Background: an optimization exercise with open tools, aiming at small area. Do not read the settings as production practice.
Only simulation tests tie the RTL to the original design; equivalence was not proved.

==> flow/design.v <==
module button_state (
    input key,             
    input CLOCK_50,
    input rst,             
    output reg[1:0] state
);
reg en;
reg[15:0] count;     
always @(posedge CLOCK_50) begin
    if(rst)
        en <= 0;
    else if(key == 0)
        en <= 1;
    else en <= 0;
end
always @(posedge CLOCK_50) begin
    if(rst) begin
        count <= 0;
        state <= 2'b00;
    end
    else if(!en) begin
        if(count > 16'd12207) begin      
            state <= 2'b10;
            count <= 0;
        end
        else if(count > 16'd244) begin    
            state <= 2'b01;
            count <= 0;
        end
        else begin
            count <= 0;
            state <= 2'b00;
        end 
    end
    else begin
        count <= count + 1;
        state <= 2'b00;
    end
end
endmodule
module Round (
    input CLOCK_50,
    input rst,
    input wire[6:0] keys,
    output reg[7:0] leds,
    output reg[4:0] row,
    output reg[6:0] column
);
wire clk = CLOCK_50;
wire[1:0] s0, s1, s2, s3, s4, s5, s6;
button_state b0(.key(keys[0]), .CLOCK_50(clk), .rst(rst), .state(s0));
button_state b1(.key(keys[1]), .CLOCK_50(clk), .rst(rst), .state(s1));
button_state b2(.key(keys[2]), .CLOCK_50(clk), .rst(rst), .state(s2));
button_state b3(.key(keys[3]), .CLOCK_50(clk), .rst(rst), .state(s3));
button_state b4(.key(keys[4]), .CLOCK_50(clk), .rst(rst), .state(s4));
button_state b5(.key(keys[5]), .CLOCK_50(clk), .rst(rst), .state(s5));
button_state b6(.key(keys[6]), .CLOCK_50(clk), .rst(rst), .state(s6));
reg[12:0] G;
always @(posedge clk) G <= rst ? 13'd0 : G + 13'd1;
reg[1:0] which;
reg act;
always @(posedge clk) begin
    if(rst) begin which <= 0; act <= 0; end
    else if(s0[1]) act <= 0;
    else if(!act) begin
        if(s0[0]) which <= which - 1;
        else if(s1[0]) which <= which + 1;
        else if(s2[0]) act <= 1;
    end
end
wire[3:0] which_en = 4'b0001 << which;
wire en0 = act & (which == 2'd0);
wire en1 = act & (which == 2'd1);
wire en3 = act & (which == 2'd3);
wire A = act & which[1];           
reg[10:0] cg;
reg run, add, sub, clr;
reg[2:0] choice;
wire drive = run ? cg[10] : (add | sub | clr);
wire[10:0] cg_next = run ? cg + 11'd1 : 11'd0;
reg run_n, add_n, sub_n, clr_n;
always @(*) begin
    run_n = run; add_n = add; sub_n = sub; clr_n = clr;
    if(en3 & s5[1]) begin clr_n = 1; run_n = 0; end
    else if(en3 & s6[1]) run_n = 1;
    else if(!run & en3 & s6[0]) begin add_n = 1; sub_n = 0; clr_n = 0; end
    else if(!run & en3 & s5[0]) begin add_n = 0; sub_n = 1; clr_n = 0; end
    else if(run & en3) begin run_n = 1; add_n = 0; sub_n = 0; clr_n = 0; end
    else begin run_n = 0; add_n = 0; sub_n = 0; clr_n = 0; end
end
wire drive_n = run_n ? cg_next[10] : (add_n | sub_n | clr_n);
reg[2:0] choice_n;
always @(*) begin
    choice_n = choice;
    if(!drive & drive_n) begin
        if(run_n) choice_n = choice + 1;
        else if(clr_n) choice_n = 0;
        else if(add_n) choice_n = choice + 1;
        else if(sub_n) choice_n = choice - 1;
    end
end
always @(posedge clk) begin
    if(rst) begin
        cg <= 0; run <= 0; add <= 0; sub <= 0; clr <= 0; choice <= 0;
    end
    else begin
        cg <= cg_next; run <= run_n; add <= add_n; sub <= sub_n; clr <= clr_n;
        choice <= choice_n;
    end
end
wire same = (choice_n == choice);
reg E, P;
reg[2:0] cr, cc;
reg[8:0] sh;
wire[3:0] a = which[0] ? {1'b0, choice} : 4'd8;
wire sha = sh[a];
wire k2s = s2[0], k3s = s3[0];
always @(posedge clk) begin
    if(rst) begin E <= 0; P <= 0; end
    else begin
        E <= (A & same) ? (E ^ s1[1]) : 1'b0;
        P <= A & E & s4[0];
    end
end
always @(posedge clk) begin
    if(rst) sh <= 0;
    else if(A & E & s1[0]) sh[a] <= ~sh[a];
end
always @(posedge clk) begin
    if(rst) begin cr <= 0; cc <= 0; end
    else if(A & E) begin
        if(sha & k3s & (cr > 3'd3)) cr <= 0;
        else if(!sha & k3s & (cc == 3'd6)) cc <= 0;
        else if(sha & k2s & (cr == 3'd0)) cr <= 3'd4;
        else if(!sha & k2s & (cc == 3'd0)) cc <= 3'd6;
        else if(sha & k3s) cr <= cr + 1;
        else if(sha & k2s) cr <= cr - 1;
        else if(!sha & k3s) cc <= cc + 1;
        else if(!sha & k2s) cc <= cc - 1;
    end
    else begin cr <= 0; cc <= 0; end
end
reg[13:0] S;
wire[13:0] S_next = (en1 | (A & E)) ? S + 14'd1 : 14'd0;
always @(posedge clk) S <= rst ? 14'd0 : S_next;
reg[2:0] crow;
always @(posedge clk) begin
    if(rst) crow <= 0;
    else if((which == 2'd1) & S[13] & !S_next[13]) crow <= (crow > 3'd4) ? 3'd0 : crow + 3'd1;
end
reg[2:0] kr, kc;
always @(posedge clk) begin
    if(rst) begin kr <= 0; kc <= 0; end
    else if(G[2:0] == 3'd3) begin
        if(kc == 3'd6) begin
            kc <= 0;
            kr <= (kr == 3'd4) ? 3'd0 : kr + 3'd1;
        end
        else kc <= kc + 3'd1;
    end
end
wire[2:0] j = G[2:0] ^ 3'b100;
reg[279:0] R;
reg[34:0] M;
reg rdone;
reg pend, tm;
reg[2:0] tr, tc, tf;
wire tgl = A & E & P;
wire match_k = (tr == kr) & (tc == kc);
wire[3:0] tc3 = tc + 3'd3 + tf[2];
wire cy = tc3 >= 4'd7;
wire[2:0] tcx = cy ? tc3 - 4'd7 : tc3[2:0];
wire[3:0] tr2 = tr + 3'd2 + cy;
wire[2:0] trx = (tr2 >= 4'd5) ? tr2 - 4'd5 : tr2[2:0];
wire hit0 = pend & match_k & (j == tf);
wire hit140 = pend & (j == (tf ^ 3'b100)) & (trx == kr) & (tcx == kc);
wire hit = hit0 | hit140;
always @(posedge clk) begin
    if(rst) begin rdone <= 0; pend <= 0; end
    else begin
        rdone <= rdone | (G[7] & G[4]);
        if(tgl) pend <= 1;
        else if(hit) pend <= 0;
    end
end
always @(posedge clk) begin
    if(tgl) begin
        tr <= cr; tc <= cc;
        tf <= which[0] ? choice : 3'd0;
        tm <= !which[0];
    end
end
always @(posedge clk) begin
    R <= {rdone & (R[0] ^ (hit0 & !tm)), R[279:141], rdone & (R[140] ^ (hit140 & !tm)), R[139:1]};
    M <= {rdone & (M[0] ^ (hit & tm)), M[34:1]};
end
wire[14:0] rtap = {R[7:0], R[279:273]};
wire[3:0] ridx = {1'b0, choice} + {1'b0, ~j};
wire[7:0] mtap = {M[28], M[29], M[30], M[31], M[32], M[33], M[34], M[0]};
wire dot_v = which[0] ? rtap[ridx] : mtap[j];
wire corr = pend & match_k & (which[0] ? (!tm & (tf == choice)) : tm);
wire[5:0] pcur = cr * 7 + cc;
wire[5:0] k = kr * 7 + kc;
wire dot = A & ((dot_v ^ corr) | (E & (cr == kr) & (cc == kc) & G[12]));
wire[4:0] rowp = dot ? (5'b00001 << kr) : 5'd0;
wire[6:0] colp = dot ? (7'b0000001 << kc) : 7'd0;
always @(*) begin
    leds[7] = A & E & S[12];
    leds[6:4] = en3 ? choice : 3'd0;
    leds[3:0] = act ? which_en : (which_en & {4{G[12]}});
    if(en0) begin
        row = {keys[0], keys[1], keys[2], keys[3], keys[4]};
        column = 7'h7f;
    end
    else if(en1) begin
        row = (crow > 3'd4) ? 5'd0 : (5'b00001 << crow);
        column = (8'b00000001 << S[13:11]);
    end
    else begin
        row = rowp;
        column = colp;
    end
end
endmodule
clock: 20.0 ns
lec_check: 0
abc_area: 1
cap_margin: 20
core_margin: 2
core_utilization: 40
slew_margin: 20
run.sh (not shown) runs the stock make flow with config.mk's settings and CLKGATE_MAP_FILE= SYNTH_SCRIPT=/design/flow/synth_recipe.tcl, a recipe that flattens the netlist after the stock synthesis.
The starting point finished clean.
Change:
--- a/flow/config.mk
+++ b/flow/config.mk
@@ -8 +7,0 @@
-export ABC_AREA = 1
=> The changed run finished with timing, DRC and antenna clean. Non-clock buffer count is unchanged. Die area falls by 2.0%. Worst hold slack barely changes.

afterwards: timing with drivers on the ports:
No port has a modelled driver above. Below, the same layouts with a new extraction and two added sets of constraints.
Step 1, drivers: a clkbuf_16 drives CLOCK_50 and a buf_2 each remaining input, both assumed.
Step 2 also shifts input and output timing later by t, the mid clock arrival at the registers, as if the neighbouring blocks saw the same clock.
a / b / c = no drivers / after step 1 / after step 2; a / b = the first two.
run | t, ns | setup slack, ns | worst register clock-pin slew, ns | pins driven straight from the clock port
the first run | 0.635 | 10.372 / 10.344 / 10.344 | 0.07 / 0.07 | 1
the second run | 0.620 | 10.566 / 10.544 / 10.544 | 0.06 / 0.06 | 1
After both steps setup and hold are still met in every run listed. The setup slack of the first run, which loses most, moves by -0.028 ns with the drivers and by -0.028 ns with both steps.
